This design comes from an exercise in tuning for small area, a short achievable clock period and few clock cycles on the open sky130 flow, not from production work.
The RTL was checked by simulation tests, not by an equivalence proof against the original design.
Power and IR drop assume default switching activity.

==> flow/design.v (outline; a module is shown in full before it is edited, if it fits) <==
// module bch_encoder: 2379 lines
// module bch_xn: 6 lines
// module bch_xo: 6 lines
module bch_encoder(rst, clk, msg, bch_dataout, done);
  // ...
==> flow/flow/run.sh <==
#!/bin/bash
# Standard ORFS layout (standard synthesis) with one change: every input port
# is buffered with buf_4 and every output port with buf_1 (global_place.tcl's
# one buffer_ports call becomes two, in a copy of ORFS's scripts), instead of
# the resizer's default pick for both.
# make's output goes to make_finish.log here; ORFS's own logs are under orfs/logs.
set -euo pipefail
here=$(pwd)
IBUF=sky130_fd_sc_hd__buf_4
OBUF=sky130_fd_sc_hd__buf_1
rm -rf scripts_bp; cp -r "$FLOW_HOME/scripts" scripts_bp
sed -i 's|^    buffer_ports {\*}\[env_var_or_empty BUFFER_PORTS_ARGS\]|    buffer_ports -inputs -buffer_cell '"$IBUF"'; buffer_ports -outputs -buffer_cell '"$OBUF"'|' scripts_bp/global_place.tcl
grep -q "buffer_ports -inputs" scripts_bp/global_place.tcl
bash standard.sh "SCRIPTS_DIR=$here/scripts_bp" finish > make_finish.log 2>&1
==> flow/standard.sh <==
#!/bin/bash
# synth_recipe.tcl (not shown) runs the flow's synth.tcl, then flattens the netlist and writes it again
# the make line also repeats each setting of config.mk as NAME=value (left out here)
make -C /OpenROAD-flow-scripts/flow DESIGN_CONFIG=/design/flow/config.mk WORK_HOME=/design/flow/orfs CLKGATE_MAP_FILE= SYNTH_SCRIPT=/design/flow/synth_recipe.tcl "${@:-finish}"
==> flow/config.mk <==
export PLATFORM = sky130hd
export DESIGN_NAME = bch_encoder
export DESIGN_NICKNAME = bch_encoder
export VERILOG_FILES = /design/flow/design.v
export SDC_FILE = /design/flow/constraint.sdc
export NUM_CORES = 4
export LEC_CHECK = 0
export CAP_MARGIN = 20
export CORE_MARGIN = 2
export CORE_UTILIZATION = 38
export SETUP_SLACK_MARGIN = 2.75
export SLEW_MARGIN = 20
export SYNTH_HIERARCHICAL = 1
export SYNTH_MINIMUM_KEEP_SIZE = 0
==> flow/constraint.sdc <==
create_clock -name core_clock -period 6.0 [get_ports {clk}]
set_input_delay 1.2000 -clock core_clock [delete_from_list [all_inputs] [get_ports {clk}]]
set_output_delay 1.2000 -clock core_clock [all_outputs]
set_load 0.01 [all_outputs]
==> flow_summary.yaml, run 1 <==
outcome:
  status: "no timing/DRC/antenna violations"
finish:
  regMostFlops: "bch_dataout"
  nFlopsAndLatches: 256
  num-multi-input-gates: 2302
die:
  die_h_um: 275
  die_w_um: 275
  die-area_um2: 75500
placement:
  port_buffers: 448
  gp_congestion: 1.21
timing:
  fin_skew_ns: 0.0142
  setup_slack_ns: 2.51
cts:
  ctsRootBufferMaster: "clkbuf_16"
  cts_hold_buf: 0
synth:
  synthesis.nets: 2753
  synth_common_cells: "xnor2_1, edfxtp_1, inv_1"
  yosysTopAreaCell: "xnor2_1"
  synth_most_common_cell: "xnor2_1"
  ys_dominant_reg_cell: "edfxtp_1"
  synth_compound_area_share_pct: 0
  synth.avg_cell_area_um2: 10.9
  synthXorXnorAreaFrac_pct: 72.4
  synth_area_leaders: "xnor2_1, edfxtp_1, dfxtp_1, inv_1"
  ys_seq_area_share_pct: 27.6
grt:
  met1_usage_pct: 63.1
critical_path:
  cp.required_ns: 6.36
  worstRegToRegCells: 3
  crit_start: "msg[93]"
  crit_arrival_ns: 3.85
routing:
  wl_um: 205000
  drt.antenna.violating_nets: 0
  first_iter_violations: 4556
flow_run:
  max_cap_viol_count: 0
Testbench counts, summed over its fixed seeds: cycles 480.
==> run 2, diff against run 1 <==
--- a/flow/config.mk
+++ b/flow/config.mk
@@ -8,5 +8,5 @@
 export CAP_MARGIN = 20
 export CORE_MARGIN = 2
-export CORE_UTILIZATION = 38
+export CORE_UTILIZATION = 32
 export SETUP_SLACK_MARGIN = 2.75
 export SLEW_MARGIN = 20
==> flow_summary.yaml, run 2 <==
critical_path:
  end_kind: "flip-flop"
  cp.required_ns: 6.35
  worstRegToRegCells: 2
  rrSetupSlack_ns: 4.43
  path_max_fanout: 6
  timing.rr.start: "done"
  timing_worst_setup_path_type: "input pin to flip-flop"
  crit_arrival_ns: 3.79
  reg2reg_to: "bch_dataout[245]"
  worstSetupStartpointType: "input pin"
finish:
  synthToLayoutAreaGrowth_pct: 38.5
  largest_register_ffs: 255
  instances_no_fill: 4441
  mostFrequentLayoutCells: "xnor2_1, buf_4, xnor2_2"
  reg.largest.list: "bch_dataout: 255 flops, done: 1 flops"
  nets: 3458
  regMostFlops: "bch_dataout"
  fin_area_um2: 38600
  final_common_cell: "xnor2_1"
  drive_gt1_share_pct: 26.2
die:
  pin_count: 449
  rows: 108
  die-area_um2: 89400
  fp.coreArea_um2: 86500
  start_util_pct: 32.2
  die_w_um: 299
  die_h_um: 299
worst_hold_path:
  worstHoldPathType: "input pin to flip-flop"
  hold_end: "done"
  holdPathStages: 2
  hold_start: "rst"
routing:
  num_vias: 24200
  first_iter_violations: 3699
  vias_per_cell: 5.44
  route.detailed.drc: 0
  wl_um: 221000
  avgRoutedWirePerCell_um: 49.7
  drt.antenna.violating_nets: 0
  dr.pass1.iters: 6
flow_run:
  max_cap_viol_count: 0
synth:
  synth_cell_types: 4
  synth.avg_cell_area_um2: 10.9
  synthXorXnorAreaFrac_pct: 72.4
  yosysTopAreaCell: "xnor2_1"
  synthesis.nets: 2753
  synth_most_common_cell: "xnor2_1"
  ys_seq_area_share_pct: 27.6
  synth_edf_count: 255
  synth_common_cells: "xnor2_1, edfxtp_1, inv_1"
  synth.top_cell.area_share_pct: 72.4
  synth_fa_ha_area_share_pct: 0
  yosys.area_share.simple_pct: 0
  synth_mux_area_share_pct: 0
  syn_inst: 2560
  netlist_area_um2: 27800
  ys_dominant_reg_cell: "edfxtp_1"
  ys_warn_count: 7
  synthArstFlopShare_pct: 0
  synth-seq-cells: 256
  synth_compound_area_share_pct: 0
  synth_top_family_by_area: "XOR/XNOR gates"
  synth_area_leaders: "xnor2_1, edfxtp_1, dfxtp_1, inv_1"
timing:
  slew_viol_final: 0
  hold_viol: 0
  tns_ns: 0
  worstMarginPinSlew_ns: 1.05
  setup_slack_ns: 2.55
  fin_crit_ns: 3.45
  finalSetupViolCount: 0
  slew_headroom_pct: 29.5
  rsz0062_at_grt: "yes"
  fin_skew_ns: 0.0106
  max_freq_mhz: 290
  fin_crit_sh_pct: 57.4
grt:
  grt_max_degree: 130
  grt_pass1_vias: 23000
  grt_antenna_before_repair: 5
  grt_pass1_wl_um: 270000
  grt_use_total_pct: 48.3
  grt_overflow: 0
power_and_ir_drop:
  power_switching_mw: 12.1
  power_density_nw_per_um2: 616
  p_seq_share_pct: 13.0
  p_int_mw: 11.7
  clockPowerShare_pct: 8.1
  switching_share_pct: 50.8
  totalPowerFinal_mw: 23.8
  leakagePower_nw: 12.5
  vdd_drop_max_v: 0.000357
  p_comb_share_pct: 78.9
placement:
  port_buffers: 448
  place_area_um2: 33900
  hpwl_um: 188000
  gp_congestion: 1.13
  dp.cells: 4346
  place_ws_ns: 0.945
cts:
  cts_inserted_buffers: 29
  clockBufferDepth: 3
  ctsRootBufferMaster: "clkbuf_16"
  clk_latency_ns: 0.61
  clock_sink_count: 256
  tritoncts: "yes"
  path_clk_slew_ns: 0.07
  h-tree-depth: 1
outcome:
  status: "no timing/DRC/antenna violations"
[run 2: per-stage QoR]
step | utilization, % | hold slack [ns]
global placement | 39.1 | 0.981
detailed placement | 39.2 | 0.997
finish | 44.6 | 0.730
floorplan | - | 1.26
CTS | 43.5 | 0.707
global route | 44.6 | 0.734
[run 2: what timing repair did]
action / CTS / global route
pin swaps: 16 / 16
buffers inserted: 22 / 21
endpoints found under the setup margin: 64 / 56
hold buffers: 0 / 0
gates resized for setup: 295 / 93
[run 2: how the worst max path moves through the flow]
stage	from	slack, ns	end	cells after the start
final	msg[138]	2.55	bch_dataout[25]	9
after global routing	msg[11]	2.69	bch_dataout[55]	9
after CTS	msg[89]	2.59	bch_dataout[63]	10
after detailed placement	msg[128]	0.95	bch_dataout[63]	9
after global placement	msg[45]	0.49	bch_dataout[48]	8
after floorplan	done	1.45	bch_dataout[0]	1
[run 2: critical path: stages]
cell	delay, ns
buf_4	0.26
xnor2_1	0.12
buf_4	0.20
xnor2_1	0.57
xnor2_1	0.23
xnor2_1	0.27
xnor2_1	0.60
xnor2_1	0.17
xnor2_1	0.15
[run 2: power groups by stage]
stage | clock network [mW] | logic [mW] | registers [mW]
finish | 1.93 | 18.7 | 3.09
CTS | 1.97 | 17.9 | 3.10
detailed placement | 0 | 17.1 | 3.13
global route | 2.02 | 18.9 | 3.12
floorplan | 0 | 10.2 | 3.27
global placement | 0 | 17.2 | 3.13
[run 2: layout make-up]
cell class / instances / area (um^2)
Clock buffer: 30 / 729
Sequential cell: 256 / 7680
Tap cell: 1155 / 1450
Multi-Input combinational cell: 2302 / 24200
Timing Repair Buffer: 674 / 4260
Inverter: 2 / 11.3
Fill cell: 8448 / 47900
Antenna cell: 1 / 2.50
Clock inverter: 21 / 269
[run 2: per-layer routing]
layer / global-route usage, % / share of wire, %
met5: 0 / 0.015
met1: 59.7 / 37
met4: 40.5 / 11
met2: 70.2 / 41
met3: 12.5 / 11
[run 2: modules after synthesis (local to each module, per instance)]
module | cells | flip-flops and latches
bch_encoder | 258 | 256
bch_xn | 1 | 0
[run 2: kinds of logic (layout without fill, tap and decap cells)]
| family | Yosys count | after routing |
|---|---|---|
| xor+xnor | 2302 | 2302 |
| other cells | 0 | 1 |
| flops | 256 | 256 |
| buf+inv | 2 | 727 |
==> run 3, diff against run 2 <==
--- a/flow/flow/run.sh
+++ b/flow/flow/run.sh
@@ -4,4 +4,7 @@
 # one buffer_ports call becomes two, in a copy of ORFS's scripts), instead of
 # the resizer's default pick for both.
+# Also: after global-route timing repair, gates off the critical paths are
+# downsized again (ORFS's RECOVER_POWER step, with its repair_timing call
+# patched to keep SETUP_SLACK_MARGIN as its setup margin).
 # make's output goes to make_finish.log here; ORFS's own logs are under orfs/logs.
 set -euo pipefail
@@ -12,3 +15,5 @@
 sed -i 's|^    buffer_ports {\*}\[env_var_or_empty BUFFER_PORTS_ARGS\]|    buffer_ports -inputs -buffer_cell '"$IBUF"'; buffer_ports -outputs -buffer_cell '"$OBUF"'|' scripts_bp/global_place.tcl
 grep -q "buffer_ports -inputs" scripts_bp/global_place.tcl
-bash standard.sh "SCRIPTS_DIR=$here/scripts_bp" finish > make_finish.log 2>&1
+sed -i 's|^  append_env_var additional_args RECOVER_POWER -recover_power 1|  append_env_var additional_args RECOVER_POWER -recover_power 1\n  append_env_var additional_args SETUP_SLACK_MARGIN -setup_margin 1|' scripts_bp/util.tcl
+grep -q "SETUP_SLACK_MARGIN -setup_margin 1" scripts_bp/util.tcl
+bash standard.sh "SCRIPTS_DIR=$here/scripts_bp" RECOVER_POWER=100 finish > make_finish.log 2>&1
--- a/flow/config.mk
+++ b/flow/config.mk
@@ -8,5 +8,5 @@
 export CAP_MARGIN = 20
 export CORE_MARGIN = 2
-export CORE_UTILIZATION = 32
+export CORE_UTILIZATION = 35
 export SETUP_SLACK_MARGIN = 2.75
 export SLEW_MARGIN = 20
==> flow_summary.yaml, run 3 <==
routing:
  num_vias: 24400
  wl_met2_um: 84700
  wirelength_met1_um: 77300
  top_layer: "met5"
  route.detailed.drc: 0
  first_iter_violations: 3698
  drt.antenna.violating_nets: 0
  wl_met3_um: 26700
  avgRoutedWirePerCell_um: 49.4
  wl_um: 214000
  vias_per_cell: 5.64
  dr.pass1.iters: 5
die:
  start_util_pct: 35.3
  die_h_um: 286
  die_w_um: 286
  pin_count: 449
  rows: 103
  fp.coreArea_um2: 78900
  die-area_um2: 81800
synth:
  ys_warn_count: 7
  synth.avg_cell_area_um2: 10.9
  synthArstFlopShare_pct: 0
  synthesis.nets: 2753
  synth_edf_count: 255
  synth.top_cell.area_share_pct: 72.4
  synth-seq-cells: 256
  ys_dominant_reg_cell: "edfxtp_1"
  synth_common_cells: "xnor2_1, edfxtp_1, inv_1"
  ys_seq_area_share_pct: 27.6
  synth_most_common_cell: "xnor2_1"
  synth_cell_types: 4
  netlist_area_um2: 27800
  syn_inst: 2560
  synth_area_leaders: "xnor2_1, edfxtp_1, dfxtp_1, inv_1"
  yosysTopAreaCell: "xnor2_1"
worst_hold_path:
  worstHoldPathType: "input pin to flip-flop"
timing:
  tns_ns: 0
  fin_skew_ns: 0.0232
  max_freq_mhz: 206
  slew_viol_final: 317
  fin_crit_sh_pct: 81.1
  hold_viol: 0
  fin_crit_ns: 4.87
  finalSetupViolCount: 0
  rsz0062_at_grt: "yes"
  slew_headroom_pct: -153
  worstMarginPinSlew_ns: 3.79
grt:
  grt_use_total_pct: 50.9
  grt_pass1_wl_um: 261000
  grt_max_degree: 130
  grt_antenna_before_repair: 5
  grt_overflow: 0
  grt_pass1_vias: 23200
cts:
  clock_sink_count: 256
  clockBufferDepth: 3
  h-tree-depth: 1
  cts_inserted_buffers: 30
  path_clk_slew_ns: 0.07
  clk_latency_ns: 0.63
  ctsRootBufferMaster: "clkbuf_16"
  tritoncts: "yes"
placement:
  port_buffers: 448
  gp_congestion: 1.15
  place_area_um2: 33600
  hpwl_um: 180000
critical_path:
  path_max_fanout: 7
  crit_arrival_ns: 5.24
  timing_worst_setup_path_type: "input pin to flip-flop"
  worstSetupStartpointType: "input pin"
  cp.required_ns: 6.38
  end_kind: "flip-flop"
finish:
  fin_area_um2: 36500
  reg.largest.list: "bch_dataout: 255 flops, done: 1 flops"
  regMostFlops: "bch_dataout"
  drive_gt1_share_pct: 17.4
  synthToLayoutAreaGrowth_pct: 31.1
  mostFrequentLayoutCells: "xnor2_1, xnor2_2, buf_1"
  final_common_cell: "xnor2_1"
  largest_register_ffs: 255
  nets: 3440
power_and_ir_drop:
  power_density_nw_per_um2: 628
  leakagePower_nw: 11.2
  vdd_drop_max_v: 0.000263
flow_run:
  max_cap_viol_count: 12
outcome:
  so_faults: "max-capacitance violations, max-slew violations"
  status: "complete, but fails checks"
run 3: cell types whose count changed in the layout (fill, tap and decap cells not counted), moves of 33 or more:
cell / previous run / this run
clkbuf_1: 1 / 203
buf_4: 402 / 188
xnor2_2: 301 / 268
xnor2_1: 1907 / 1975
xnor2_4: 94 / 59
run 3: metrics by stage:
step	util [%]	hold WS (ns)	worst slack (ns)	total power, mW	instances
final	46.3	0.737	1.13	22.9	4319
after floorplan	-	1.26	1.45	13.5	2560
after CTS	46.5	0.682	2.65	22.1	4311
after detailed placement	42.6	1.02	1.16	19.7	4243
after global routing	46.3	0.735	1.37	23.1	4318
after global placement	42.6	0.996	0.709	19.7	4242
run 3: what timing repair did:
item                                    in CTS  in global routing
hold buffers                                 0                  0
endpoints found under the setup margin      64                 61
setup buffers                               15                  7
pin swaps                                   10                  9
resized for setup                          238                 92
run 3: modules after synthesis, one instance, submodules excluded:
module / flops+latches / cells inside / cell area (um^2) / times used
bch_encoder: 256 / 258 / 7680 / 1
bch_xn: 0 / 1 / 8.76 / 2302
run 3: layer usage:
metal	GRT usage, %	vias to the layer above
li1	-	9448
met1	61.8	12000
met2	72.1	2241
met3	16.2	686
met4	44.9	4
met5	0	-
run 3: path summary, 6_finish.rpt:
kind | startpoint | to | slack (ns) | cells after the start
worst min register to register | done | bch_dataout[171] | 2.78 | 2
worst max-delay path | msg[102] | bch_dataout[57] | 1.13 | 8
worst min-delay path | rst | done | 0.74 | 2
worst max register to register | done | bch_dataout[1] | 2.31 | 2
run 3: logic make-up after synthesis:
kind of cell	count (synthesis)	synth area share (%)
buffers and inverters	2	0.0270
XOR/XNOR	2302	72.4
flip-flops	256	27.6
run 3: area by class of cell:
type / count / area (um^2)
Multi-Input combinational cell: 2302 / 23300
Tap cell: 1050 / 1310
Fill cell: 7720 / 42400
Sequential cell: 256 / 7680
Antenna cell: 1 / 2.50
Clock inverter: 18 / 153
Clock buffer: 35 / 769
Inverter: 2 / 11.3
Timing Repair Buffer: 655 / 3310
run 3: worst max-delay path, cell delays in order:
cell	delay, ns
clkbuf_1	1.17
xnor2_1	0.52
xnor2_1	0.33
xnor2_1	1.07
xnor2_1	0.17
xnor2_1	0.46
xnor2_1	0.15
xnor2_1	0.16
run 3: power breakdown:
| part | internal (mW) | total, mW | switching, mW |
|---|---|---|---|
| sequential | 2.99 | 3.10 | 0.116 |
| combinational | 7.18 | 18.0 | 10.8 |
| clock | 0.994 | 1.81 | 0.812 |
==> run 4, diff against run 3 <==
--- a/flow/config.mk
+++ b/flow/config.mk
@@ -9,5 +9,5 @@
 export CORE_MARGIN = 2
 export CORE_UTILIZATION = 35
-export SETUP_SLACK_MARGIN = 2.75
+export SETUP_SLACK_MARGIN = 3.0
 export SLEW_MARGIN = 20
 export SYNTH_HIERARCHICAL = 1
==> flow_summary.yaml, run 4 <==
die:
  die_w_um: 286
  die_h_um: 286
  fp.coreArea_um2: 78900
  rows: 103
  start_util_pct: 35.3
  pin_count: 449
  die-area_um2: 81800
timing:
  rsz0062_at_grt: "yes"
  hold_viol: 0
  slew_headroom_pct: -154
  finalSetupViolCount: 0
  fin_crit_ns: 4.79
  fin_crit_sh_pct: 79.9
  fin_skew_ns: 0.0240
  max_freq_mhz: 209
  slew_viol_final: 440
  tns_ns: 0
  worstMarginPinSlew_ns: 3.80
  setup_slack_ns: 1.21
finish:
  multi_input_area_um2: 27000
  largest_register_ffs: 255
  reg.largest.list: "bch_dataout: 255 flops, done: 1 flops"
  drive_gt1_share_pct: 28.5
  regArea_um2: 7680
  final_common_cell: "xnor2_1"
  nFillCells: 7304
  nets: 3544
  mostFrequentLayoutCells: "xnor2_1, xnor2_2, buf_1"
  synthToLayoutAreaGrowth_pct: 50.0
  regMostFlops: "bch_dataout"
critical_path:
  path_max_fanout: 6
  cp.required_ns: 6.33
  rrSetupSlack_ns: 2.30
  end_kind: "flip-flop"
  worstSetupStartpointType: "input pin"
  timing_worst_setup_path_type: "input pin to flip-flop"
  crit_arrival_ns: 5.12
synth:
  synthesis.nets: 2753
  yosys.area_share.simple_pct: 0
  synth.top_cell.area_share_pct: 72.4
  syn_inst: 2560
  yosysTopAreaCell: "xnor2_1"
  synth_area_leaders: "xnor2_1, edfxtp_1, dfxtp_1, inv_1"
  synth_mux_area_share_pct: 0
  synthXorXnorAreaFrac_pct: 72.4
  synth_edf_count: 255
  synthArstFlopShare_pct: 0
  netlist_area_um2: 27800
  ys_dominant_reg_cell: "edfxtp_1"
  synth.avg_cell_area_um2: 10.9
  ys_seq_area_share_pct: 27.6
  synth_cell_types: 4
  synth_fa_ha_area_share_pct: 0
  synth_compound_area_share_pct: 0
  ys_warn_count: 7
  synth_top_family_by_area: "XOR/XNOR gates"
  synth-seq-cells: 256
  synth_common_cells: "xnor2_1, edfxtp_1, inv_1"
  synth_most_common_cell: "xnor2_1"
power_and_ir_drop:
  power_density_nw_per_um2: 581
  p_seq_share_pct: 12.8
  p_comb_share_pct: 79.9
  clockPowerShare_pct: 7.3
  vdd_drop_max_v: 0.000322
  power_switching_mw: 12.0
  leakagePower_nw: 13.8
  switching_share_pct: 49.6
  p_int_mw: 12.2
cts:
  clockBufferDepth: 3
  cts_hold_buf: 0
  tritoncts: "yes"
  cts_inserted_buffers: 30
  ctsRootBufferMaster: "clkbuf_16"
  clk_latency_ns: 0.62
  h-tree-depth: 1
  path_clk_slew_ns: 0.05
  clock_sink_count: 256
outcome:
  so_faults: "max-capacitance violations, max-slew violations"
  status: "complete, but fails checks"
grt:
  grt_pass1_vias: 23600
  grt_pass1_wl_um: 262000
  grt_overflow: 0
  grt_use_total_pct: 50.9
  grt_antenna_before_repair: 8
  grt_max_degree: 135
placement:
  place_ws_ns: 0.956
  hpwl_um: 178000
  gp_congestion: 1.15
  port_buffers: 448
routing:
  num_vias: 25000
  first_iter_violations: 3557
  wl_um: 214000
  route.detailed.drc: 0
  vias_per_cell: 5.65
  dr.pass1.iters: 5
  drt.antenna.violating_nets: 0
  avgRoutedWirePerCell_um: 48.3
worst_hold_path:
  worstHoldPathType: "input pin to flip-flop"
flow_run:
  max_cap_viol_count: 28
==> run 4: stage by stage <==
stage                     util [%]  hold WS, ns  cell area (um^2)  instances  power [mW]
after detailed placement      43.0        0.996             33900       4197        19.6
after floorplan                  -         1.26             29000       2560        13.6
after global routing          53.0        0.747             41800       4426        24.6
after global placement        42.9        0.985             33900       4195        19.7
final                         53.0        0.748             41800       4426        24.3
after CTS                     51.4        0.705             40500       4364        23.0
==> run 4: logic make-up after synthesis <==
family                 Yosys count
XOR/XNOR                      2302
flip-flops                     256
buffers and inverters            2
==> run 4: cell type report <==
cell class	instances	area share, %
multi-input cells	2302	64.7
flip-flops and latches	256	18.4
repair buffers	759	11.5
well taps	1050	3.15
clock buffers	39	1.88
clock inverters	16	0.333
inverters	2	0.0210
diodes	2	0.0120
==> run 4: final timing paths <==
path | from | end | depth (start not counted)
setup / recovery | msg[113] | bch_dataout[23] | 9
hold / removal | rst | done | 2
setup reg to reg | done | bch_dataout[3] | 2
hold reg to reg | done | bch_dataout[208] | 2
==> run 4: worst max-delay path, cell delays in order <==
cell and delay [ns]:
clkbuf_1 1.15, xnor2_1 0.70, clkbuf_1 0.37, xnor2_4 0.44
xnor2_1 0.25, xnor2_1 0.34, xnor2_1 0.11, xnor2_1 0.39
xnor2_1 0.16
==> run 4: per-module statistics from Yosys (local to each module, per instance) <==
| module | copies in the design | flops+latches | area, um^2 | cells |
|---|---|---|---|---|
| bch_xn | 2302 | 0 | 8.76 | 1 |
| bch_encoder | 1 | 256 | 7680 | 258 |
==> run 4: repair_timing <==
item                       in CTS  in global routing
gates cloned                    0                  0
setup endpoints to repair      64                 64
setup buffers                 112                 60
pin swaps                      75                 76
resized for setup             517                203
==> run 4: metal layers <==
layer | part of all wire [%] | global-route usage [%]
met1 | 36 | 61.2
met3 | 12 | 15.6
met4 | 12 | 47.0
met2 | 40 | 72.4
met5 | 0.015 | 0
==> run 4: power groups by stage <==
stage          clock (mW)  combinational, mW  sequential [mW]
3_3_place_gp            0               16.6             3.13
6_report             1.78               19.4             3.10
5_1_grt              1.86               19.6             3.13
2_1_floorplan           0               10.3             3.27
3_5_place_dp            0               16.5             3.13
4_1_cts              1.80               18.1             3.10

[static timing again, ports no longer ideal]
No port has a modelled driver above. Below, the same layouts with a new extraction and two added sets of constraints. Step 1 assumes that a clkbuf_16 drives the clock port and a buf_2 every other input. Step 2 also shifts input and output timing later by t, the mid clock arrival at the registers, as if the neighbouring blocks saw the same clock. a / b / c = ideal ports / drivers / drivers and shift; a / b = the first two.
| run | t, ns | setup WS [ns] | hold WS [ns] | worst register clock-pin slew, ns | worst slew at a driven data input, ns | slew violations |
|---|---|---|---|---|---|---|
| run 1 | 0.690 | 2.511 / 2.554 / 1.865 | 0.711 / 0.665 / 0.941 | 0.07 / 0.07 | 0.05 | 0 / 0 |
| run 2 | 0.677 | 2.555 / 2.605 / 1.928 | 0.730 / 0.679 / 0.938 | 0.07 / 0.07 | 0.05 | 0 / 0 |
| run 3 | 0.693 | 1.135 / 1.155 / 0.462 | 0.737 / 0.692 / 1.384 | 0.08 / 0.08 | 0.04 | 317 / 324 |
| run 4 | 0.682 | 1.207 / 1.246 / 0.564 | 0.748 / 0.709 / 1.391 | 0.07 / 0.07 | 0.04 | 440 / 449 |
With drivers on, slew violations rise in run 3 and run 4. For run 3, which loses most, drivers alone change the setup slack by +0.020 ns; drivers and shift together by -0.673 ns.
